What follows belongs to an exercise in optimizing a design on an open flow for small area; a production flow would make more cautious choices.
The RTL was checked by simulation tests, not by an equivalence proof against the original design.
Power and IR drop assume default switching activity.

## constraint.sdc

```tcl
create_clock -name core_clock -period 10.0 [get_ports {clk}]
set_input_delay 2.0000 -clock core_clock [delete_from_list [all_inputs] [get_ports {clk}]]
set_output_delay 2.0000 -clock core_clock [all_outputs]
set_load 0.01 [all_outputs]
```

## flow/cut.py

```python
import re,sys
src=open(sys.argv[1]).read()
pat=re.compile(r'(sky130_fd_sc_hd__e?dfxtp_\d+)\s+(\\\S+|\S+)\s*\((.*?)\);',re.S)
ins=[];outs=[];assigns=[]
def repl(m):
    name=m.group(2)
    pins=dict(re.findall(r'\.(\w+)\(\s*(.*?)\s*\)\s*(?:,|$)',m.group(3).strip(),re.S))
    key=re.sub(r'[^A-Za-z0-9_]','_',name)
    q='fq_'+key; ins.append(q); assigns.append(f'assign {pins["Q"]} = {q} ;')
    for p in ('D','DE'):
        if p in pins:
            o=f'f{p.lower()}_'+key; outs.append(o); assigns.append(f'assign {o} = {pins[p]} ;')
    return ''
body=pat.sub(repl,src)
# add ports
m=re.search(r'module\s+updi_top\s*\((.*?)\);',body,re.S)
ports=m.group(1)+','+','.join(ins+outs)
decl='\n'.join([f'input {x};' for x in ins]+[f'output {x};' for x in outs])
body=body[:m.start()]+'module updi_top('+ports+');\n'+decl+'\n'+body[m.end():]
i=body.rindex('endmodule'); body=body[:i]+'\n'.join(assigns)+'\n'+body[i:]
open(sys.argv[2],'w').write(body)
print(len(ins),'flops')
```

## program.mem

```
40
80
00
00
19
C0
34
C0
33
C0
32
C0
31
C0
30
C0
2F
C0
2E
C0
2D
C0
2C
C0
2B
C0
2A
C0
29
C0
28
C0
28
C0
26
C0
25
C0
24
C0
23
C0
22
C0
21
C0
20
C0
1F
C0
1E
C0
1D
C0
1C
C0
11
24
1F
BE
CF
EF
CD
BF
DF
E3
DE
BF
40
80
40
00
80
91
40
00
80
93
40
00
81
11
05
C0
98
ED
21
E0
94
BF
20
93
41
00
8C
BB
2E
E3
A0
E0
BE
E3
01
C0
1D
92
AA
30
B2
07
E1
F7
31
D0
83
C0
C9
CF
8F
93
81
E0
80
93
8D
0A
8F
B7
8F
93
EF
93
FF
93
E0
E0
40
80
80
00
FE
E3
9F
93
68
94
8F
EF
0D
C0
E8
94
84
81
95
81
80
5D
9C
4F
84
83
95
83
88
5E
93
40
80
F0
84
83
95
83
8F
EF
90
81
98
1B
91
93
90
81
9F
4F
91
93
90
81
9F
4F
91
93
90
81
9F
4F
91
93
36
F3
9F
91
40
80
C0
00
FF
91
EF
91
8F
91
8F
BF
8F
91
18
95
88
ED
90
E0
84
BF
90
93
61
00
E0
E0
F6
E0
83
E5
82
83
8D
E0
85
83
80
E2
83
83
81
E0
80
83
10
92
02
02
80
93
03
0A
9E
EF
90
93
26
0A
90
93
27
0A
9B
E0
90
93
40
81
00
00
00
0A
E0
E8
FA
E0
2D
EF
31
E0
26
A7
37
A7
11
82
90
E8
92
83
84
87
81
E1
80
83
78
94
80
91
40
04
82
60
80
93
40
04
22
E0
80
91
44
04
82
27
80
93
44
04
8F
B7
F8
94
40
91
04
3E
50
91
05
3E
60
91
36
81
40
00
06
3E
70
91
07
3E
8F
BF
3F
B7
F8
94
80
91
04
3E
90
91
05
3E
A0
91
06
3E
B0
91
07
3E
3F
BF
84
1B
95
0B
A6
0B
B7
0B
8A
3F
91
05
A1
05
B1
05
60
F3
DB
CF
F8
94
FF
CF
00
00
00
01
00
00
00
00
00
00
00
00
00
00
00
00
00
00
00
00
00
00
00
00
00
00
00
00
00
00
00
00
00
00
00
00
00
00
00
00
00
00
00
00
00
00
00
00
00
00
00
00
00
00
00
00
00
00
00
00
00
00
00
00
00
00
00
00
00
00
00
00
00
00
00
00
00
00
00
00
00
00
00
00
00
00
00
00
00
00
00
00
00
00
00
00
00
00
00
00
00
00
00
00
00
00
00
00
00
00
00
00
00
00
```

## standard.sh

```bash
#!/bin/bash
# synth_recipe.tcl (not shown) runs the flow's synth.tcl, then flattens the netlist and writes it again
# the make line also repeats each setting of config.mk as NAME=value (left out here)
make -C /OpenROAD-flow-scripts/flow DESIGN_CONFIG=/design/flow/config.mk WORK_HOME=/design/flow/orfs CLKGATE_MAP_FILE= SYNTH_SCRIPT=/design/flow/synth_recipe.tcl "${@:-finish}"
```

## flow/run.sh

```bash
#!/bin/bash
# Own flow: the standard layout, with the standard synthesis netlist's
# combinational logic re-mapped by ABC for area (registers untouched: same
# instances, names and cell types). The re-mapped logic is only used if ABC's
# combinational equivalence check (registers cut) proves it equal to the
# standard netlist's.
set -uo pipefail
WORK=$(pwd)
F=$WORK/flow
R=$WORK/orfs/results/$FLOW_PLATFORM/updi_top/base
LIB=$FLOW_HOME/platforms/sky130hd/lib/sky130_fd_sc_hd__tt_025C_1v80.lib
YOSYS=$(command -v yosys || echo $FLOW_HOME/../tools/install/yosys/bin/yosys)
YABC=$(command -v yosys-abc || echo $(dirname $YOSYS)/yosys-abc)

bash standard.sh synth > $WORK/std_synth.log 2>&1 || exit 1

cp $R/1_2_yosys.v $WORK/synth_std.v
printf 'strash\n&get -n\n&deepsyn -T 120\n&put\ndch\namap\n' > $WORK/area.abc
cat > $WORK/reopt.ys <<EOS
read_liberty -ignore_miss_func $LIB
read_verilog $WORK/synth_std.v
blackbox sky130_fd_sc_hd__dfxtp_1 sky130_fd_sc_hd__edfxtp_1
hierarchy -top $FLOW_TOP
flatten
delete t:\$scopeinfo
opt -full
abc -script $WORK/area.abc -liberty $LIB $(cat $F/dontuse.txt)
opt_clean -purge
tee -o $WORK/reopt_stat.txt stat -liberty $LIB
write_verilog -noattr -noexpr $WORK/synth_reopt.v
EOS
ok=0
if $YOSYS -s $WORK/reopt.ys > $WORK/reopt.log 2>&1; then
  # equivalence check, registers cut into inputs/outputs
  python3 $F/cut.py $WORK/synth_std.v $WORK/cec_a.v > $WORK/cec.log 2>&1 &&
  python3 $F/cut.py $WORK/synth_reopt.v $WORK/cec_b.v >> $WORK/cec.log 2>&1 &&
  for x in a b; do
    $YOSYS -q -p "read_liberty -ignore_miss_func $LIB; read_verilog $WORK/cec_$x.v; hierarchy -top $FLOW_TOP; flatten; delete t:\$scopeinfo; opt_clean; write_blif $WORK/cec_$x.blif" >> $WORK/cec.log 2>&1 || echo FAIL >> $WORK/cec.log
  done &&
  ! grep -q FAIL $WORK/cec.log &&
  $YABC -c "cec $WORK/cec_a.blif $WORK/cec_b.blif" >> $WORK/cec.log 2>&1 &&
  grep -q "Networks are equivalent" $WORK/cec.log && ok=1
fi
echo "reopt ok=$ok" | tee -a $WORK/cec.log
if [ $ok = 1 ]; then
  cp $WORK/synth_reopt.v $R/1_2_yosys.v
  touch $R/1_2_yosys.v
  rm -f $R/1_synth.odb $R/1_synth.sdc
fi

export CTS_ARGS="-sink_clustering_enable -repair_clock_nets -buf_list {sky130_fd_sc_hd__clkbuf_2 sky130_fd_sc_hd__clkbuf_4 sky130_fd_sc_hd__clkbuf_8} -dont_use_dummy_load"
bash standard.sh > $WORK/layout.log 2>&1
```

## config.mk

```make
export PLATFORM = sky130hd
export DESIGN_NAME = updi_top
export DESIGN_NICKNAME = updi_top
export VERILOG_FILES = /design/flow/design.v
export SDC_FILE = /design/flow/constraint.sdc
export NUM_CORES = 4
export LEC_CHECK = 0
export CAP_MARGIN = 20
export CORE_MARGIN = 2
export CORE_UTILIZATION = 50
export SLEW_MARGIN = 20
```

## design.v

```verilog
module updi_top (
	input clk,
	input rst_btn,  
	input programmer_start,
	output programmer_busy,
	output error,
	input updi_i,
	output updi_o,
	output updi_oe
);
	wire rst = ~rst_btn;
	localparam [5:0]
		P_IDLE = 0, P_DB_START = 1, P_DB_WAIT = 2, P_ST_READ = 3, P_ST_VERIFY = 4,
		P_CE_KEY = 5, P_CE_RDST = 6, P_CE_VFST = 7, P_CE_RST_START = 8, P_CE_RST_WAIT = 9,
		P_CE_RST_CLR = 10, P_CE_WF_READ = 11, P_CE_WF_VERIFY = 12, P_CE_WF_DELAY = 13,
		P_NV_KEY = 14, P_NV_RDST = 15, P_NV_VFST = 16, P_NV_RST_START = 17, P_NV_RST_WAIT = 18,
		P_NV_RST_CLR = 19, P_NV_WF_READ = 20, P_NV_WF_VERIFY = 21, P_NV_WF_DELAY = 22,
		P_ID_PTR = 23, P_ID_REP = 24, P_ID_READ = 25, P_ID_B0 = 26, P_ID_B1 = 27, P_ID_B2 = 28,
		P_DEC_START = 29, P_DEC_VERIFY = 30, P_NC_WR_READ = 31, P_NC_WR_VERIFY = 32,
		P_NC_CLEAR = 33, P_NW_READ = 34, P_NW_VERIFY = 35, P_WR_PTR = 36, P_WR_REP = 37,
		P_WR_DATA = 38, P_WR_PAGE = 39, P_PR_RST_START = 40, P_PR_RST_WAIT = 41,
		P_PR_RST_CLR = 42, P_VERIFY_ROM = 43;
	logic errflag, err_d;
	logic perr;
	wire rstp = rst | errflag;
	logic [14:0] S;
	wire s_9999 = S[13] & S[10] & S[9] & S[8] & S[3] & S[2] & S[1] & S[0];
	wire s_19999 = S[14] & S[11] & S[10] & S[9] & S[4] & S[3] & S[2] & S[1] & S[0];
	always_ff @(posedge clk) begin
		if (rst) errflag <= 1'b0;
		else if (perr) errflag <= 1'b1;
		else if (errflag && s_19999) errflag <= 1'b0;
		err_d <= rst ? 1'b0 : errflag;
	end
	assign error = errflag;
	logic [5:0] ps;
	logic fc;
	logic q_ready, q_done, q_wait;
	logic [2:0] qs;
	logic [10:0] qc;
	logic ih_ready, ih_done, ack_rcv;
	logic [3:0] rxf_out;  
	logic of_out, of_empty;
	logic db_busy, db_done;
	logic [1:0] db_n;
	logic dl_act;
	logic [2:0] ds;
	logic d_done;
	logic [8:0] paddr;
	logic [7:0] blen;
	logic btz;
	logic tx_start, rx_start, of_rd_en, dl_start, prog_start, db_start;
	logic [1:0] rx_n;
	logic valid;
	always_comb begin
		tx_start = 1'b0;
		rx_start = 1'b0;
		of_rd_en = 1'b0;
		dl_start = 1'b0;
		prog_start = 1'b0;
		db_start = 1'b0;
		rx_n = 2'd1;
		valid = 1'b0;
		case (ps)
			P_DB_START: db_start = fc;
			P_ST_READ, P_CE_RDST, P_CE_WF_READ, P_NV_RDST, P_NV_WF_READ, P_NC_WR_READ: begin
				tx_start = fc;
				rx_start = fc;
				of_rd_en = !fc && !of_empty;
			end
			P_NW_READ: begin
				tx_start = fc;
				rx_start = fc;
				of_rd_en = !of_empty;
			end
			P_ID_READ: begin
				tx_start = fc;
				rx_start = fc;
				rx_n = 2'd3;
				of_rd_en = !fc && ih_ready;
			end
			P_ID_B0, P_ID_B1: of_rd_en = 1'b1;
			P_CE_KEY, P_NV_KEY, P_CE_RST_CLR, P_NV_RST_CLR, P_PR_RST_CLR, P_ID_PTR, P_ID_REP,
			P_NC_CLEAR, P_WR_PTR, P_WR_REP, P_WR_DATA, P_WR_PAGE:
				tx_start = fc;
			P_CE_RST_START, P_NV_RST_START, P_PR_RST_START: begin
				tx_start = fc;
				dl_start = fc;
			end
			P_CE_WF_VERIFY: begin
				valid = !rxf_out[0];
				dl_start = !valid;
			end
			P_NV_WF_VERIFY: begin
				valid = rxf_out[2];
				dl_start = !valid;
			end
			P_DEC_START: prog_start = fc;
			P_DEC_VERIFY: valid = btz;
			P_NC_WR_VERIFY, P_NW_VERIFY: valid = !of_out;
			default: ;
		endcase
	end
	assign programmer_busy = (ps != P_IDLE);
	wire tx_done = q_done;
	wire rx_done = ih_done;
	wire dl_done = dl_act & s_9999;
	logic [5:0] ps_n;
	always_comb begin
		ps_n = ps;
		case (ps)
			P_IDLE: if (programmer_start | err_d) ps_n = P_DB_START;
			P_DB_START: ps_n = P_DB_WAIT;
			P_DB_WAIT: if (db_done && q_ready) ps_n = P_ST_READ;
			P_ST_READ: if (rx_done) ps_n = P_ST_VERIFY;
			P_ST_VERIFY: ps_n = P_CE_KEY;
			P_CE_KEY: if (tx_done) ps_n = P_CE_RDST;
			P_CE_RDST: if (rx_done) ps_n = P_CE_VFST;
			P_CE_VFST: ps_n = P_CE_RST_START;
			P_CE_RST_START: if (tx_done) ps_n = P_CE_RST_WAIT;
			P_CE_RST_WAIT: if (dl_done) ps_n = P_CE_RST_CLR;
			P_CE_RST_CLR: if (tx_done) ps_n = P_CE_WF_READ;
			P_CE_WF_READ: if (rx_done) ps_n = P_CE_WF_VERIFY;
			P_CE_WF_VERIFY: ps_n = valid ? P_NV_KEY : P_CE_WF_DELAY;
			P_CE_WF_DELAY: if (dl_done) ps_n = P_CE_WF_READ;
			P_NV_KEY: if (tx_done) ps_n = P_NV_RDST;
			P_NV_RDST: if (rx_done) ps_n = P_NV_VFST;
			P_NV_VFST: ps_n = P_NV_RST_START;
			P_NV_RST_START: if (tx_done) ps_n = P_NV_RST_WAIT;
			P_NV_RST_WAIT: if (dl_done) ps_n = P_NV_RST_CLR;
			P_NV_RST_CLR: if (tx_done) ps_n = P_NV_WF_READ;
			P_NV_WF_READ: if (rx_done) ps_n = P_NV_WF_VERIFY;
			P_NV_WF_VERIFY: ps_n = valid ? P_ID_PTR : P_NV_WF_DELAY;
			P_NV_WF_DELAY: if (dl_done) ps_n = P_NV_WF_READ;
			P_ID_PTR: if (tx_done) ps_n = P_ID_REP;
			P_ID_REP: if (tx_done) ps_n = P_ID_READ;
			P_ID_READ: if (rx_done) ps_n = P_ID_B0;
			P_ID_B0: ps_n = P_ID_B1;
			P_ID_B1: ps_n = P_ID_B2;
			P_ID_B2: ps_n = P_DEC_START;
			P_DEC_START: if (d_done) ps_n = P_DEC_VERIFY;
			P_DEC_VERIFY: ps_n = valid ? P_NC_WR_READ : P_PR_RST_START;
			P_NC_WR_READ: if (tx_done) ps_n = P_NC_WR_VERIFY;
			P_NC_WR_VERIFY: ps_n = valid ? P_NC_CLEAR : P_NC_WR_READ;
			P_NC_CLEAR: if (tx_done) ps_n = P_NW_READ;
			P_NW_READ: if (tx_done) ps_n = P_NW_VERIFY;
			P_NW_VERIFY: ps_n = valid ? P_WR_PTR : P_NW_READ;
			P_WR_PTR: if (tx_done) ps_n = P_WR_REP;
			P_WR_REP: if (tx_done) ps_n = P_WR_DATA;
			P_WR_DATA: if (tx_done) ps_n = P_WR_PAGE;
			P_WR_PAGE: if (tx_done) ps_n = P_DEC_START;
			P_PR_RST_START: if (tx_done) ps_n = P_PR_RST_WAIT;
			P_PR_RST_WAIT: if (dl_done) ps_n = P_PR_RST_CLR;
			P_PR_RST_CLR: if (tx_done) ps_n = P_VERIFY_ROM;
			P_VERIFY_ROM: ps_n = P_IDLE;
			default: ;
		endcase
	end
	always_ff @(posedge clk) begin
		if (rstp) ps <= P_IDLE;
		else ps <= ps_n;
		fc <= rstp ? (ps != P_IDLE) : (ps_n != ps);
	end
	wire [5:0] qj = qc[5:0];
	logic [3:0] ocode;
	logic [6:0] dlen;
	logic wack;
	always_comb begin
		ocode = 4'd2;
		dlen = 7'd0;
		wack = 1'b0;
		case (ps)
			P_ST_READ: ocode = 4'd3;
			P_CE_RDST, P_NV_RDST: ocode = 4'd4;
			P_CE_WF_READ, P_NV_WF_READ: ocode = 4'd5;
			P_ID_READ: ocode = 4'd6;
			P_CE_KEY, P_NV_KEY: begin
				ocode = 4'd7;
				dlen = 7'd8;
			end
			P_CE_RST_START, P_NV_RST_START, P_PR_RST_START, P_CE_RST_CLR, P_NV_RST_CLR, P_PR_RST_CLR: begin
				ocode = 4'd8;
				dlen = 7'd1;
			end
			P_ID_PTR: begin
				ocode = 4'd9;
				dlen = 7'd2;
				wack = (qj == 6'd1);
			end
			P_ID_REP, P_WR_REP: begin
				ocode = 4'd10;
				dlen = 7'd1;
			end
			P_NC_WR_READ, P_NW_READ: begin
				ocode = 4'd11;
				dlen = 7'd2;
			end
			P_NC_CLEAR, P_WR_PAGE: begin
				ocode = 4'd12;
				dlen = 7'd3;
				wack = (qj == 6'd1);
			end
			P_WR_PTR: begin
				ocode = 4'd9;
				dlen = 7'd2;
			end
			P_WR_DATA: begin
				ocode = 4'd13;
				dlen = blen[6:0];
				wack = qj[0] && ({2'b00, qj} < blen);
			end
			default: ;
		endcase
	end
	logic [3:0] lcode;
	logic [5:0] jtx;
	logic [7:0] tbyte, dbyte;
	logic [7:0] rom_q;
	always_comb begin
		dbyte = 8'h00;
		case (ps)
			P_CE_KEY:
				if (jtx[5:3] == 3'd0)
					case (jtx[2:0])
						3'd0: dbyte = 8'h65;
						3'd1: dbyte = 8'h73;
						3'd2: dbyte = 8'h61;
						3'd3: dbyte = 8'h72;
						3'd4: dbyte = 8'h45;
						3'd5: dbyte = 8'h4D;
						3'd6: dbyte = 8'h56;
						default: dbyte = 8'h4E;
					endcase
			P_NV_KEY:
				if (jtx[5:3] == 3'd0)
					case (jtx[2:0])
						3'd0: dbyte = 8'h20;
						3'd1: dbyte = 8'h67;
						3'd2: dbyte = 8'h6F;
						3'd3: dbyte = 8'h72;
						3'd4: dbyte = 8'h50;
						3'd5: dbyte = 8'h4D;
						3'd6: dbyte = 8'h56;
						default: dbyte = 8'h4E;
					endcase
			P_CE_RST_START, P_NV_RST_START, P_PR_RST_START:
				if (jtx == 6'd0) dbyte = 8'h59;
			P_ID_PTR:
				if (jtx == 6'd1) dbyte = 8'h11;
			P_ID_REP:
				if (jtx == 6'd0) dbyte = 8'h02;
			P_NC_WR_READ, P_NW_READ: begin
				if (jtx == 6'd0) dbyte = 8'h02;
				if (jtx == 6'd1) dbyte = 8'h10;
			end
			P_NC_CLEAR: begin
				if (jtx == 6'd1) dbyte = 8'h10;
				if (jtx == 6'd2) dbyte = 8'h04;
			end
			P_WR_PAGE: begin
				if (jtx == 6'd1) dbyte = 8'h10;
				if (jtx == 6'd2) dbyte = 8'h01;
			end
			P_WR_PTR:
				if (jtx[5:1] == 5'd0) dbyte = rom_q;
			P_WR_REP:
				if (jtx == 6'd0) dbyte = {1'b0, blen[7:1]} - 8'd1;
			P_WR_DATA:
				dbyte = rom_q;
			default: ;
		endcase
		case (lcode)
			4'd0: tbyte = 8'h55;
			4'd1: tbyte = dbyte;
			4'd3: tbyte = 8'h80;
			4'd4: tbyte = 8'h87;
			4'd5: tbyte = 8'h8B;
			4'd6: tbyte = 8'h24;
			4'd7: tbyte = 8'hE0;
			4'd8: tbyte = 8'hC8;
			4'd9: tbyte = 8'h69;
			4'd10: tbyte = 8'hA0;
			4'd11: tbyte = 8'h04;
			4'd12: tbyte = 8'h44;
			4'd13: tbyte = 8'h65;
			default: tbyte = 8'h00;
		endcase
	end
	logic [7:0] rom [512];
	initial $readmemh("program.mem", rom);
	logic [8:0] rom_off;
	always_comb begin
		case (ps)
			P_WR_DATA: rom_off = {3'b111, jtx - blen[5:0]};
			P_WR_PTR: rom_off = ~({1'b0, blen} + 9'd1 + {8'd0, jtx[0]});
			default: rom_off = 9'd0;
		endcase
	end
	wire [8:0] rom_a = paddr + rom_off;
	assign rom_q = rom[rom_a];
	localparam [2:0] D_IDLE = 0, D_LEN = 1, D_ADDR = 2, D_TYPE = 3, D_DATA = 4;
	wire d_more = (S[7:0] < blen);
	always_ff @(posedge clk) begin
		if (rstp) begin
			ds <= D_IDLE;
			d_done <= 1'b0;
			paddr <= 9'd0;
		end
		else begin
			case (ds)
				D_IDLE: begin
					d_done <= 1'b0;
					if (prog_start) ds <= D_LEN;
				end
				D_LEN: begin
					blen <= rom_q;
					paddr <= paddr + 9'd1;
					ds <= D_ADDR;
				end
				D_ADDR: begin
					if (S[0]) ds <= D_TYPE;
					paddr <= paddr + 9'd1;
				end
				D_TYPE: begin
					btz <= (rom_q == 8'd0);
					paddr <= paddr + 9'd1;
					ds <= D_DATA;
				end
				D_DATA: begin
					if (d_more) paddr <= paddr + 9'd1;
					else begin
						d_done <= 1'b1;
						ds <= D_IDLE;
					end
				end
				default: ;
			endcase
		end
	end
	always_ff @(posedge clk) begin
		if (rstp) begin
			db_busy <= 1'b0;
			db_done <= 1'b0;
			db_n <= 2'd0;
			dl_act <= 1'b0;
		end
		else begin
			db_done <= 1'b0;
			if (db_busy) begin
				if (s_9999) begin
					if (db_n == 2'd3) begin
						db_n <= 2'd0;
						db_busy <= 1'b0;
						db_done <= 1'b1;
					end
					else db_n <= db_n + 2'd1;
				end
			end
			else if (db_start) begin
				db_busy <= 1'b1;
				db_n <= 2'd0;
			end
			if (dl_start) dl_act <= 1'b1;
			if (dl_act && s_9999) dl_act <= 1'b0;
		end
	end
	always_ff @(posedge clk) begin
		if (perr) S <= 15'd0;
		else if (errflag) S <= S + 15'd1;
		else if (db_busy) S <= s_9999 ? 15'd0 : S + 15'd1;
		else if (dl_act) S <= S + 15'd1;
		else if (db_start || dl_start || ds == D_LEN) S <= 15'd0;
		else if (ds == D_ADDR) S <= {14'd0, !S[0]};
		else if (ds == D_DATA && d_more) S <= S + 15'd1;
	end
	localparam [2:0] Q_IDLE = 0, Q_SYNCH = 1, Q_OPC = 2, Q_DATA = 3, Q_DSTART = 4, Q_DELAY = 5, Q_WACK = 6;
	logic txf_full;
	wire q_last = (qc[6:0] == dlen - 7'd1);
	wire qc_1999 = qc[10] & qc[9] & qc[8] & qc[7] & qc[6] & qc[3] & qc[2] & qc[1] & qc[0];
	always_ff @(posedge clk) begin
		q_wait <= 1'b0;
		q_done <= 1'b0;
		if (rstp) begin
			qs <= Q_IDLE;
			q_ready <= 1'b0;
		end
		else begin
			case (qs)
				Q_IDLE: begin
					if (tx_start) begin
						q_ready <= 1'b0;
						qs <= Q_SYNCH;
					end
					else q_ready <= 1'b1;
				end
				Q_SYNCH: if (!txf_full) qs <= Q_OPC;
				Q_OPC: begin
					if (!txf_full) begin
						if (dlen != 7'd0) begin
							qc <= 11'd0;
							qs <= Q_DATA;
						end
						else begin
							qs <= Q_IDLE;
							q_done <= 1'b1;
						end
					end
				end
				Q_DATA: begin
					if (!txf_full) begin
						if (wack && !ack_rcv) qs <= Q_WACK;
						else if (q_last) qs <= Q_DSTART;
						else qc <= qc + 11'd1;
					end
				end
				Q_DSTART: begin
					qc <= 11'd0;
					qs <= Q_DELAY;
				end
				Q_DELAY: begin
					qc <= qc + 11'd1;
					if (qc_1999) begin
						q_done <= 1'b1;
						qs <= Q_IDLE;
					end
				end
				Q_WACK: begin
					if (ack_rcv) begin
						if (q_last) begin
							qs <= Q_IDLE;
							q_done <= 1'b1;
						end
						else begin
							qc <= qc + 11'd1;
							qs <= Q_DATA;
						end
					end
					else q_wait <= 1'b1;
				end
				default: ;
			endcase
		end
	end
	wire q_wr = (qs == Q_SYNCH) || (qs == Q_OPC) || (qs == Q_DATA);
	logic [3:0] trd, twr;
	logic t_rd_en;
	logic [3:0] sA, sB, oA, oB;
	logic vA, vB;
	wire t_empty = (trd == twr);
	assign txf_full = (trd == twr + 4'd1);
	wire t_pop = t_rd_en && !t_empty;
	wire t_push = q_wr && !txf_full;
	logic t_latch;
	wire [3:0] tlast = trd - 4'd1;
	wire hitB0 = vB && (tlast == sB);
	wire hitB1 = vB && (tlast == sB + 4'd1);
	wire hitA0 = vA && (tlast == sA);
	wire hitA1 = vA && (tlast == sA + 4'd1);
	wire popB = t_latch && hitB1;
	wire popA = t_latch && hitA1;
	assign lcode = (hitB0 || hitA0) ? 4'd0 : hitB1 ? oB : hitA1 ? oA : 4'd1;
	wire push_synch = t_push && (qs == Q_SYNCH);
	always_ff @(posedge clk) begin
		if (rstp) begin
			trd <= 4'd0;
			twr <= 4'd0;
			vA <= 1'b0;
			vB <= 1'b0;
		end
		else begin
			if (t_pop) trd <= trd + 4'd1;
			if (t_push) twr <= twr + 4'd1;
			if (push_synch) begin
				vA <= vB && !popB;
				vB <= 1'b1;
			end
			else begin
				vA <= vA && !popA;
				vB <= vB && !popB;
			end
		end
	end
	always_ff @(posedge clk) begin
		if (push_synch) begin
			sA <= sB;
			oA <= oB;
			sB <= twr;
		end
		if (t_push && qs == Q_OPC) oB <= ocode;
	end
	localparam [1:0] F_IDLE = 0, F_READ = 1, F_WAIT = 2, F_START = 3;
	logic [1:0] fs;
	logic t_start, t_ready;
	always_ff @(posedge clk) begin
		if (rstp) begin
			t_rd_en <= 1'b0;
			fs <= F_IDLE;
			t_start <= 1'b0;
		end
		else begin
			case (fs)
				F_IDLE: begin
					t_rd_en <= 1'b0;
					if (!t_empty) fs <= F_READ;
				end
				F_READ: begin
					t_rd_en <= 1'b1;
					fs <= t_ready ? F_START : F_WAIT;
				end
				F_WAIT: begin
					t_rd_en <= 1'b0;
					if (t_ready) fs <= F_START;
				end
				F_START: begin
					t_start <= 1'b1;
					t_rd_en <= 1'b0;
					if (!t_ready) begin
						t_start <= 1'b0;
						fs <= t_empty ? F_IDLE : F_READ;
					end
				end
			endcase
		end
	end
	wire uart_busy = (fs != F_IDLE) || !t_ready;
	localparam [2:0] U_IDLE = 0, U_START = 1, U_DATA = 2, U_PARITY = 3, U_STOP = 4;
	logic [2:0] us;
	logic [7:0] tdata;
	logic [2:0] tcnt;
	logic tdiv_rst;
	logic [2:0] tdiv;
	wire tclk = !(rstp || tdiv_rst) && (tdiv == 3'd7);
	assign t_latch = !rstp && (us == U_IDLE) && t_start;
	always_ff @(posedge clk) begin
		if (rstp || tdiv_rst) tdiv <= 3'd0;
		else tdiv <= tdiv + 3'd1;
	end
	always_ff @(posedge clk) begin
		if (rstp) begin
			us <= U_IDLE;
			t_ready <= 1'b0;
		end
		else begin
			case (us)
				U_IDLE: begin
					if (t_start) begin
						tdiv_rst <= 1'b1;
						us <= U_START;
						t_ready <= 1'b0;
						tdata <= tbyte;
						if (lcode == 4'd1) jtx <= jtx + 6'd1;
						else if (lcode != 4'd0) jtx <= 6'd0;
						tcnt <= 3'd0;
					end
					else t_ready <= 1'b1;
				end
				U_START: begin
					tdiv_rst <= 1'b0;
					if (tclk) us <= U_DATA;
				end
				U_DATA: begin
					if (tclk) begin
						if (tcnt == 3'd7) us <= U_PARITY;
						else tcnt <= tcnt + 3'd1;
					end
				end
				U_PARITY: begin
					if (tclk) begin
						tcnt <= 3'd2;
						us <= U_STOP;
					end
				end
				U_STOP: begin
					if (tclk) begin
						if (tcnt != 3'd1) tcnt <= tcnt - 3'd1;
						else begin
							us <= U_IDLE;
							t_ready <= 1'b1;
						end
					end
				end
				default: ;
			endcase
		end
	end
	logic tx;
	always_comb begin
		case (us)
			U_START: tx = 1'b0;
			U_DATA: tx = tdata[tcnt];
			U_PARITY: tx = ^tdata;
			default: tx = 1'b1;
		endcase
	end
	assign updi_oe = db_busy | uart_busy;
	assign updi_o = db_busy ? db_n[0] : (uart_busy & tx);
	wire rx = updi_oe ? 1'b1 : updi_i;
	localparam [1:0] R_IDLE = 0, R_START = 1, R_DATA = 2, R_PARITY = 3;
	logic [1:0] rs;
	logic [3:0] rcnt;
	logic rdiv_rst;
	logic [2:0] rdiv;
	logic rp, rf0, rf1, rf3, rm;
	logic rx_valid, rx_error, rxf_wr;
	wire rclk = !(rstp || rdiv_rst) && (rdiv == 3'd4);
	always_ff @(posedge clk) begin
		if (rstp || rdiv_rst) rdiv <= 3'd0;
		else rdiv <= rdiv + 3'd1;
	end
	always_ff @(posedge clk) begin
		if (rstp) begin
			rs <= R_IDLE;
			rx_valid <= 1'b0;
			rx_error <= 1'b0;
			rdiv_rst <= 1'b0;
		end
		else begin
			case (rs)
				R_IDLE: begin
					rcnt <= 4'd0;
					rx_valid <= 1'b0;
					rx_error <= 1'b0;
					if (!rx) begin
						rdiv_rst <= 1'b1;
						rs <= R_START;
					end
				end
				R_START: begin
					rdiv_rst <= 1'b0;
					if (rclk) rs <= R_DATA;
				end
				R_DATA: begin
					if (rclk) begin
						rp <= (rcnt == 4'd0) ? rx : (rp ^ rx);
						case (rcnt)
							4'd0: rf0 <= rx;
							4'd1: rf1 <= rx;
							4'd2: rm <= !rx;
							4'd3: rf3 <= rx;
							4'd6: rm <= rm & rx;
							4'd4, 4'd5, 4'd7: rm <= rm & !rx;
							default: ;
						endcase
						if (rcnt == 4'd8) rs <= R_PARITY;
						else rcnt <= rcnt + 4'd1;
					end
				end
				R_PARITY: begin
					if (rclk) begin
						if (!rp) rx_valid <= 1'b1;
						else rx_error <= 1'b1;
						rs <= R_IDLE;
					end
				end
			endcase
		end
	end
	always_ff @(posedge clk) begin
		rxf_wr <= rstp ? 1'b0 : rx_valid;
	end
	wire [3:0] rx_feat = {rm & !rf0 & !rf1 & !rf3, rf3, rf1, rf0};
	logic [3:0] rxm [16];
	logic [3:0] rrd, rwr;
	logic rxf_rd;
	wire rxf_empty = (rrd == rwr);
	wire rxf_full = (rrd == rwr + 4'd1);
	logic rxf_any;
	assign rxf_out = rxf_any ? rxm[rrd - 4'd1] : 4'd0;
	always_ff @(posedge clk) begin
		if (rstp) begin
			rxf_any <= 1'b0;
			rrd <= 4'd0;
			rwr <= 4'd0;
		end
		else begin
			if (rxf_rd && !rxf_empty) begin
				rxf_any <= 1'b1;
				rrd <= rrd + 4'd1;
			end
			if (rxf_wr && !rxf_full) rwr <= rwr + 4'd1;
		end
	end
	always_ff @(posedge clk) begin
		if (!rstp && rxf_wr && !rxf_full) rxm[rwr] <= rx_feat;
	end
	localparam [2:0] I_IDLE = 0, I_READ_ACK = 1, I_FIFO_READ = 2, I_FIFO_WRITE = 3,
		I_DSTART = 4, I_DELAY = 5, I_DONE = 6;
	logic [2:0] ihs;
	logic [1:0] ihn;
	logic ih_prev_ack;
	logic [15:0] ihc;
	logic of_full;
	wire ih_reading = (ihs == I_READ_ACK) || (ihs == I_FIFO_READ);
	wire ih_to = ih_reading && ihc[15] & ihc[14] & ihc[9] & ihc[8] & ihc[6] & ihc[4];
	wire ih_pr_done = ihc[10] & ihc[9] & ihc[8] & ihc[7] & ihc[6] & ihc[3] & ihc[2] & ihc[1] & ihc[0];
	always_ff @(posedge clk) begin
		if (rstp || !(ih_reading || ihs == I_DELAY)) ihc <= 16'd0;
		else ihc <= ihc + 16'd1;
	end
	always_ff @(posedge clk) begin
		if (rstp) ihs <= I_IDLE;
		else begin
			case (ihs)
				I_IDLE: begin
					if (rx_start) begin
						ihn <= rx_n;
						ihs <= I_FIFO_READ;
					end
					else if (q_wait) ihs <= I_READ_ACK;
				end
				I_READ_ACK: begin
					if (ih_to) ihs <= I_IDLE;
					if (!rxf_empty) begin
						ih_prev_ack <= 1'b1;
						ihs <= I_DSTART;
					end
				end
				I_FIFO_READ: begin
					if (ih_to) ihs <= I_IDLE;
					if (!rxf_empty) ihs <= I_FIFO_WRITE;
				end
				I_FIFO_WRITE: begin
					if (!of_full) begin
						if (ihn == 2'd1) begin
							ih_prev_ack <= 1'b0;
							ihs <= I_DSTART;
						end
						else begin
							ihn <= ihn - 2'd1;
							ihs <= I_FIFO_READ;
						end
					end
				end
				I_DSTART: ihs <= I_DELAY;
				I_DELAY: if (ih_pr_done) ihs <= I_DONE;
				I_DONE: ihs <= I_IDLE;
				default: ;
			endcase
		end
	end
	assign ih_ready = (ihs == I_IDLE) || (ihs == I_DONE);
	assign ih_done = (ihs == I_DONE);
	assign ack_rcv = (ihs == I_DONE) && ih_prev_ack && rxf_out[3];
	assign rxf_rd = ih_reading && !rxf_empty;
	wire of_wr = (ihs == I_FIFO_WRITE) && !of_full;
	assign perr = ih_to | rx_error;
	logic [15:0] ofm;
	logic [3:0] ord, owr;
	assign of_empty = (ord == owr);
	assign of_full = (ord == owr + 4'd1);
	logic of_any;
	assign of_out = of_any & ofm[ord - 4'd1];
	always_ff @(posedge clk) begin
		if (rstp) begin
			of_any <= 1'b0;
			ord <= 4'd0;
			owr <= 4'd0;
		end
		else begin
			if (of_rd_en && !of_empty) begin
				of_any <= 1'b1;
				ord <= ord + 4'd1;
			end
			if (of_wr) owr <= owr + 4'd1;
		end
	end
	always_ff @(posedge clk) begin
		if (!rstp && of_wr) ofm[owr] <= rxf_out[1];
	end
endmodule
```

## flow/dontuse.txt

```
-dont_use sky130_fd_sc_hd__probe_p_8 -dont_use sky130_fd_sc_hd__probec_p_8 -dont_use sky130_fd_sc_hd__lpflow_bleeder_1 -dont_use sky130_fd_sc_hd__lpflow_clkbufkapwr_1 -dont_use sky130_fd_sc_hd__lpflow_clkbufkapwr_16 -dont_use sky130_fd_sc_hd__lpflow_clkbufkapwr_2 -dont_use sky130_fd_sc_hd__lpflow_clkbufkapwr_4 -dont_use sky130_fd_sc_hd__lpflow_clkbufkapwr_8 -dont_use sky130_fd_sc_hd__lpflow_clkinvkapwr_1 -dont_use sky130_fd_sc_hd__lpflow_clkinvkapwr_16 -dont_use sky130_fd_sc_hd__lpflow_clkinvkapwr_2 -dont_use sky130_fd_sc_hd__lpflow_clkinvkapwr_4 -dont_use sky130_fd_sc_hd__lpflow_clkinvkapwr_8 -dont_use sky130_fd_sc_hd__lpflow_decapkapwr_12 -dont_use sky130_fd_sc_hd__lpflow_decapkapwr_3 -dont_use sky130_fd_sc_hd__lpflow_decapkapwr_4 -dont_use sky130_fd_sc_hd__lpflow_decapkapwr_6 -dont_use sky130_fd_sc_hd__lpflow_decapkapwr_8 -dont_use sky130_fd_sc_hd__lpflow_inputiso0n_1 -dont_use sky130_fd_sc_hd__lpflow_inputiso0p_1 -dont_use sky130_fd_sc_hd__lpflow_inputiso1n_1 -dont_use sky130_fd_sc_hd__lpflow_inputiso1p_1 -dont_use sky130_fd_sc_hd__lpflow_inputisolatch_1 -dont_use sky130_fd_sc_hd__lpflow_isobufsrc_1 -dont_use sky130_fd_sc_hd__lpflow_isobufsrc_16 -dont_use sky130_fd_sc_hd__lpflow_isobufsrc_2 -dont_use sky130_fd_sc_hd__lpflow_isobufsrc_4 -dont_use sky130_fd_sc_hd__lpflow_isobufsrc_8 -dont_use sky130_fd_sc_hd__lpflow_isobufsrckapwr_16 -dont_use sky130_fd_sc_hd__lpflow_lsbuf_lh_hl_isowell_tap_1 -dont_use sky130_fd_sc_hd__lpflow_lsbuf_lh_hl_isowell_tap_2 -dont_use sky130_fd_sc_hd__lpflow_lsbuf_lh_hl_isowell_tap_4 -dont_use sky130_fd_sc_hd__lpflow_lsbuf_lh_isowell_4 -dont_use sky130_fd_sc_hd__lpflow_lsbuf_lh_isowell_tap_1 -dont_use sky130_fd_sc_hd__lpflow_lsbuf_lh_isowell_tap_2 -dont_use sky130_fd_sc_hd__lpflow_lsbuf_lh_isowell_tap_4 
```

==> results by group, run 1 <==
Global routing
  • Overflow after GRT: 0
  • Largest net degree at the start of global routing: 65
  • Wire length of the first global-routing pass: 90,760 µm
  • Tot GR Track Use: 35.49%
  • Initial antenna violation count: 0
  • Number of global-route vias before repair: 15.91k

Synth
  • Post-synthesis instance area: about 16,000 µm²
  • Cells after Synth: 2,069
  • Number of synthesis warnings: 1
  • Net Count, Synth: 2,073
  • Synthesized area per cell: ~7.6 µm²

Timing
  • Final Cycle Share: 87.57%
  • Setup violators final: 0
  • Max-slew violation count: 0
  • Fin. Hold Viols: 0
  • RSZ-0062 raised after global routing: false
  • Setup TNS: 0 ns
  • Crit path time final: 8.757 ns
  • Fmax: 114.2 MHz
  • Worst-Margin Slew: 1.039 ns
  • Worst Slack Setup Final: around 1.2 ns
  • Worst Clk Skew: 0.08044 ns
  • Slew headroom: between 30 and 40%

Clock network
  • CTS Sinks: 261
  • Clock slew at reported path FFs: roughly 0.060 ns
  • Number of gates resized after cts: 0
  • CTS Buf Count: 43
  • CTS root buf: clkbuf_8
  • Hold_buf cts: 0
  • Clock tree buffer depth: 3
  • CTS tree: done
  • Insertion delay to the later sink of the worst-skew pair: slightly below 0.6 ns
  • CTS H-Tree Depth: 2
  • Post-CTS setup buffers: 0

Route
  • Via count: 16.92k
  • Routed Wire Length: 59,180 µm
  • First-pass DRT Iterations: 6
  • Vias per Instance: about 6.6
  • Post-DRT Antenna Nets: 0
  • DR iter-0 viols: 2,417
  • Drt wl/cell: 23.15 µm
  • Remaining DRCs: 0

Place
  • HPWL Detailed: roughly 44,000 µm
  • GP Congestion: 1.138
  • Pre-CTS WS: 1.675 ns
  • Placed cells: 2,513
  • Buffers on Ports: 7

Hold path
  • Min-Delay Path Class: flop to flop
  • Hold Path Stages: 0

Cells and area
  • Fillers: about 2.9k
  • Synthesis-to-layout area growth: 9.633%
  • Final Util: between 50% and 60%
  • Finished Layout Cells: 2,556
  • Layout cell share with drive strength beyond 1: 4.259%
  • Ant diodes: 0
  • Fin nets: between 2k and 2.5k

Critical path
  • Worst path depth: 34
  • Crit path required time: 10.25 ns
  • CP max FO: 18
  • Worst path arrival time: approximately 9.0 ns
  • Slowest CP cell: a221oi_1
  • CP bufs+invs: 6
  • Critical path's largest stage delay: 0.61 ns
  • WS Path Type: flop to flop
  • Crit-path most repeated cell: nor2_1
  • Top delay family on crit path: simple AND/OR/NAND/NOR gates
  • Crit end category: flop
  • R2R cell count: 34
  • Critical path startpoint category: flop

Floorplanning
  • FP Rows: 64
  • # IOs: 8
  • Die H: 180.9 µm
  • Initial core utilization: 50.99%
  • Die Area: around 33,000 µm²
  • Die X: ~180 µm
  • Core area: 30,670 µm²

Power
  • Final Power: ~2400 µW
  • LEAKAGE: 0.005537 µW
  • Max VDD drop: about 150 µV
  • Pwr/cell area: 141.3 nW/µm²

Status
  • Status: timing/DRC/antenna clean

Job
  • Max Cap Violations: 0
-- where the power goes --
part / leakage [µW] / internal (µW) / switching [µW] / total (µW)
Combinational: 0.00297 / 125 / 276 / 401
Sequential: 0.00226 / 1200 / 59.4 / 1260
Clock: 0.000309 / 379 / 385 / 764
Total: 0.00554 / 1700 / 721 / 2420
-- worst paths after layout --
| kind | start | end | slack, ns |
|---|---|---|---|
| worst min register to register | oB[3] | oA[3] | 0.43 |
| worst max register to register | ps[2] | tdata[0] | 1.24 |
| worst max-delay path | ps[2] | tdata[0] | 1.24 |
| worst min-delay path | oB[3] | oA[3] | 0.43 |
-- cell usage in the layout, fill, tap and decap left out, types with 41 or more instances in the layout --
cell type,instances
edfxtp_1,146
a21oi_1,86
nor2_1,541
dfxtp_1,115
nand2_1,197
o21ai_0,126
clkinv_1,253
a31oi_1,41
buf_4,41
a211oi_1,53
nor3_1,116
clkbuf_8,43
-- stage by stage --
stage                     hold WS (ns)  cell area, µm²
after floorplan                 0.4039           15640
after detailed placement        0.4233           16540
after CTS                       0.4132           17130
after global routing            0.4063           17150
final                           0.4270           17150
after global placement          0.4153           16540
-- registers in the layout, summed over array words and instances, names as in the netlist, 6 cells and up --
register and flops:
rxm 64, ihc 16, ofm 16, S 15
qc 11, paddr 9, blen 8, tdata 8
jtx 6, ps 6
-- layout make-up --
type,count,area [µm²],area share [%]
Tap cell,396,495.5,2.890
Multi-Input combinational cell,1554,8040,46.89
Timing Repair Buffer,48,377.9,2.204
Clock buffer,43,591.8,3.452
Inverter,254,953.4,5.561
Sequential cell,261,6686,39.00
-- per-layer routing --
layer	wire [µm]	up-vias	GRT usage, %
met5	0	-	0
met4	3939	0	19.13
met3	7142	307	9.151
met2	25650	1162	54.72
met1	22450	7762	45.68
li1	-	7691	-
==> run 2: changes to the inputs <==
--- a/config.mk
+++ b/config.mk
@@ -6,6 +6,6 @@
 export NUM_CORES = 4
 export LEC_CHECK = 0
-export CAP_MARGIN = 20
+export CAP_MARGIN = 10
 export CORE_MARGIN = 2
-export CORE_UTILIZATION = 50
-export SLEW_MARGIN = 20
+export CORE_UTILIZATION = 55
+export SLEW_MARGIN = 10
==> run 2 against run 1 <==
Against the previous run: still clean on timing, DRC and antenna; core utilization increased by 5.4 points; sequential share of layout area increased by 0.14 points; critical path depth decreased by 4; cell count decreased by 0.78%; die area decreased by 8.9%; worst setup slack got worse by 0.18 ns; design area decreased by 0.36%; flip-flop and latch count unchanged; routed wire length increased by 5.2%; first-iteration DRC count increased by 27%; critical path type unchanged; largest power group unchanged.
==> results by group, run 2 <==
Critical path
  • CP bufs+invs: 6 (unchanged)
  • Crit path required time: 10.36 ns (was 10.25 ns)
  • Crit end category: flop (unchanged)
  • Worst path arrival time: 9.29 ns (was 9.00 ns)
  • Slowest CP cell: a21oi_1 (was a221oi_1)
  • Crit path from: ps[2] (unchanged)
  • Critical path startpoint category: flop (unchanged)
  • Crit-path most repeated cell: nor2_1 (unchanged)
  • R2r setup slk: 1.06 ns (was 1.24 ns)
  • Worst setup endpoint: tdata[2] (was tdata[0])
  • Reg2reg end: tdata[2] (was tdata[0])
  • WS Path Type: flop to flop (unchanged)
  • R2R cell count: 30 (was 34)
  • Critical path's largest stage delay: 0.87 ns (was 0.61 ns)
  • CP max FO: 18 (unchanged)
  • Reg2reg start: ps[2] (unchanged)
  • Top delay family on crit path: simple AND/OR/NAND/NOR gates (unchanged)
  • Worst path depth: 30 (was 34)

Floorplanning
  • Die Area: 29,800 µm² (was 32,710 µm²)
  • Die H: 172.6 µm (was 180.9 µm)
  • FP Rows: 61 (was 64)
  • Initial core utilization: 56.14% (was 50.99%)
  • Core area: 27,860 µm² (was 30,670 µm²)
  • Die X: 172.6 µm (was 180.9 µm)
  • # IOs: 8 (unchanged)

Timing
  • Hold slack: 0.4399 ns (was 0.4270 ns)
  • Slew headroom: 15.13% (was 30.32%)
  • Worst Clk Skew: 0.07672 ns (was 0.08044 ns)
  • Fmax: 111.9 MHz (was 114.2 MHz)
  • Max-slew violation count: 0 (unchanged)
  • Setup violators final: 0 (unchanged)
  • RSZ-0062 raised after global routing: false (unchanged)
  • Final Cycle Share: 89.36% (was 87.57%)
  • Crit path time final: 8.936 ns (was 8.757 ns)
  • Fin. Hold Viols: 0 (unchanged)
  • Worst-Margin Slew: 1.270 ns (was 1.039 ns)
  • Setup TNS: 0 ns (unchanged)

Cells and area
  • Most common cell after layout, fill and taps aside: nor2_1 (unchanged)
  • Most frequent cells in the layout: nor2_1 (541), clkinv_1 (253), nand2_1 (197), edfxtp_1 (146), o21ai_0 (126) (unchanged)
  • Register area: 6686 µm² (unchanged)
  • Max reg flops: 64 (unchanged)
  • Synthesis-to-layout area growth: 9.241% (was 9.633%)
  • Biggest register: rxm (unchanged)
  • Finished Layout Cells: 2,536 (was 2,556)
  • Fin nets: 2,164 (was 2,166)
  • Multi-input gate area: 8023 µm² (was 8040 µm²)
  • Largest registers: rxm: 64 flops, ihc: 16 flops, ofm: 16 flops (unchanged)
  • Ant diodes: 0 (unchanged)
  • Layout cell share with drive strength beyond 1: 4.078% (was 4.259%)
  • Fillers: 2,320 (was 2,852)

Status
  • Status: timing/DRC/antenna clean (unchanged)

Synth
  • Post-synthesis instance area: 15,640 µm² (unchanged)
  • Cells after Synth: 2,069 (unchanged)
  • Net Count, Synth: 2,073 (unchanged)
  • Number of synthesis warnings: 1 (unchanged)
  • Synthesized area per cell: 7.559 µm² (unchanged)

Global routing
  • Wire length of the first global-routing pass: 94,770 µm (was 90,760 µm)
  • Initial antenna violation count: 0 (unchanged)
  • Tot GR Track Use: 40.64% (was 35.49%)
  • Largest net degree at the start of global routing: 65 (unchanged)
  • Number of global-route vias before repair: 16.85k (was 15.91k)
  • Overflow after GRT: 0 (unchanged)

Route
  • Routed Wire Length: 62,270 µm (was 59,180 µm)
  • Drt wl/cell: 24.55 µm (was 23.15 µm)
  • Via count: 17.48k (was 16.92k)
  • DR iter-0 viols: 3,064 (was 2,417)
  • Post-DRT Antenna Nets: 0 (unchanged)
  • First-pass DRT Iterations: 9 (was 6)
  • Vias per Instance: 6.892 (was 6.621)
  • Remaining DRCs: 0 (unchanged)

Hold path
  • Hold_sp: tdiv[0] (was oB[3])
  • Min-Delay Path Class: flop to flop (unchanged)

Clock network
  • Hold_buf cts: 0 (unchanged)
  • Number of gates resized after cts: 0 (unchanged)
  • Clock tree buffer depth: 3 (unchanged)
  • CTS Sinks: 261 (unchanged)
  • Post-CTS setup buffers: 0 (unchanged)
  • CTS tree: done (unchanged)
  • Clock slew at reported path FFs: 0.06 ns (about the same)
  • CTS Buf Count: 42 (was 43)
  • CTS H-Tree Depth: 2 (unchanged)
  • Insertion delay to the later sink of the worst-skew pair: 0.58 ns (was 0.59 ns)
  • CTS root buf: clkbuf_8 (unchanged)

Power
  • Final Power: 2427 µW (was 2423 µW)
  • Pwr/cell area: 142.0 nW/µm² (was 141.3 nW/µm²)
  • LEAKAGE: 0.005517 µW (was 0.005537 µW)
  • Max VDD drop: 125.8 µV (was 152.0 µV)

Place
  • Placed cells: 2,494 (was 2,513)
  • HPWL Detailed: 45,900 µm (was 44,470 µm)
  • Buffers on Ports: 7 (unchanged)
  • GP Congestion: 1.137 (was 1.138)

Job
  • Max Cap Violations: 0 (unchanged)
## run 2: per-layer routing
layer | GRT usage, % | wire length [µm] | share of wire (%) | up-vias
met3 | 10.47 | 7920 | 13 | 400
met2 | 64.51 | 27320 | 44 | 1486
met4 | 25.04 | 4683 | 7.5 | 2
met1 | 49.62 | 22300 | 36 | 7921
met5 | 0.9615 | 39 | 0.063 | -
li1 | - | - | - | 7669
## run 2: metrics by stage
| stage | worst slack, ns | cell area [µm²] | utilization (%) |
|---|---|---|---|
| global route | 0.5819 | 17080 | 61.32 |
| detailed placement | 1.486 | 16510 | 59.25 |
| global placement | 1.716 | 16510 | 59.25 |
| finish | 1.064 | 17080 | 61.32 |
| CTS | 1.468 | 17080 | 61.32 |
| floorplan | 2.170 | 15640 | - |
## run 2: layout make-up
type                            instances  area share [%]
Timing Repair Buffer                   47           2.168
Tap cell                              378           2.768
Clock buffer                           42           3.384
Sequential cell                       261           39.14
Inverter                              254           5.581
Multi-Input combinational cell       1554           46.96
## run 2: worst reg2reg max path, delay by kind of cell, from the launching register on
kind,cells,cell delay (ns)
buffers and inverters,6,1.84
AND/OR/NAND/NOR,15,3.39
flip-flops,1,0.52
AO/OA/AOI/OAI,9,3.01
## run 2: worst min-delay path by stage
stage	slack, ns	end	cells past startpoint
2_1_floorplan	0.40	rxf_wr	2
3_3_place_gp	0.42	tdiv[0]	1
3_5_place_dp	0.43	tdiv[0]	1
4_1_cts	0.44	oA[0]	0
5_1_grt	0.45	oA[0]	0
6_report	0.44	tdiv[0]	1
## run 2: report_power, final
part / internal, µW / total, µW / switching, µW
clock network: 371 / 762 / 391
registers: 1200 / 1260 / 60.8
logic: 125 / 406 / 281
total: 1690 / 2430 / 733

re-timing with driven ports:
The flow's constraints put no driver on any port. The routed layouts listed below were extracted and timed again, unchanged, in two steps.
Step 1 assumes that a clkbuf_16 drives the clock port and a buf_2 every other input.
Step 2 adds t to the input delays and takes it off the output delays; t is the mean of the earliest and latest rising clock arrival at the registers after step 1. Input paths then give back, and output paths get back, about the clock's delay inside the block.
Three values: no drivers, after step 1, after step 2; two values: the first two.
| run | shift t [ns] | slack for setup (ns) | hold WS [ns] | clock arrival spread, ns | cell pins on the clock port's net |
|---|---|---|---|---|---|
| run 1 | 0.607 | 1.243 / 1.243 / 1.243 | 0.427 / 0.427 / 0.427 | 0.086 / 0.087 | 1 |
| run 2 | 0.598 | 1.064 / 1.064 / 1.064 | 0.440 / 0.440 / 0.440 | 0.077 / 0.077 | 1 |
After both steps setup and hold are still met in every run listed.
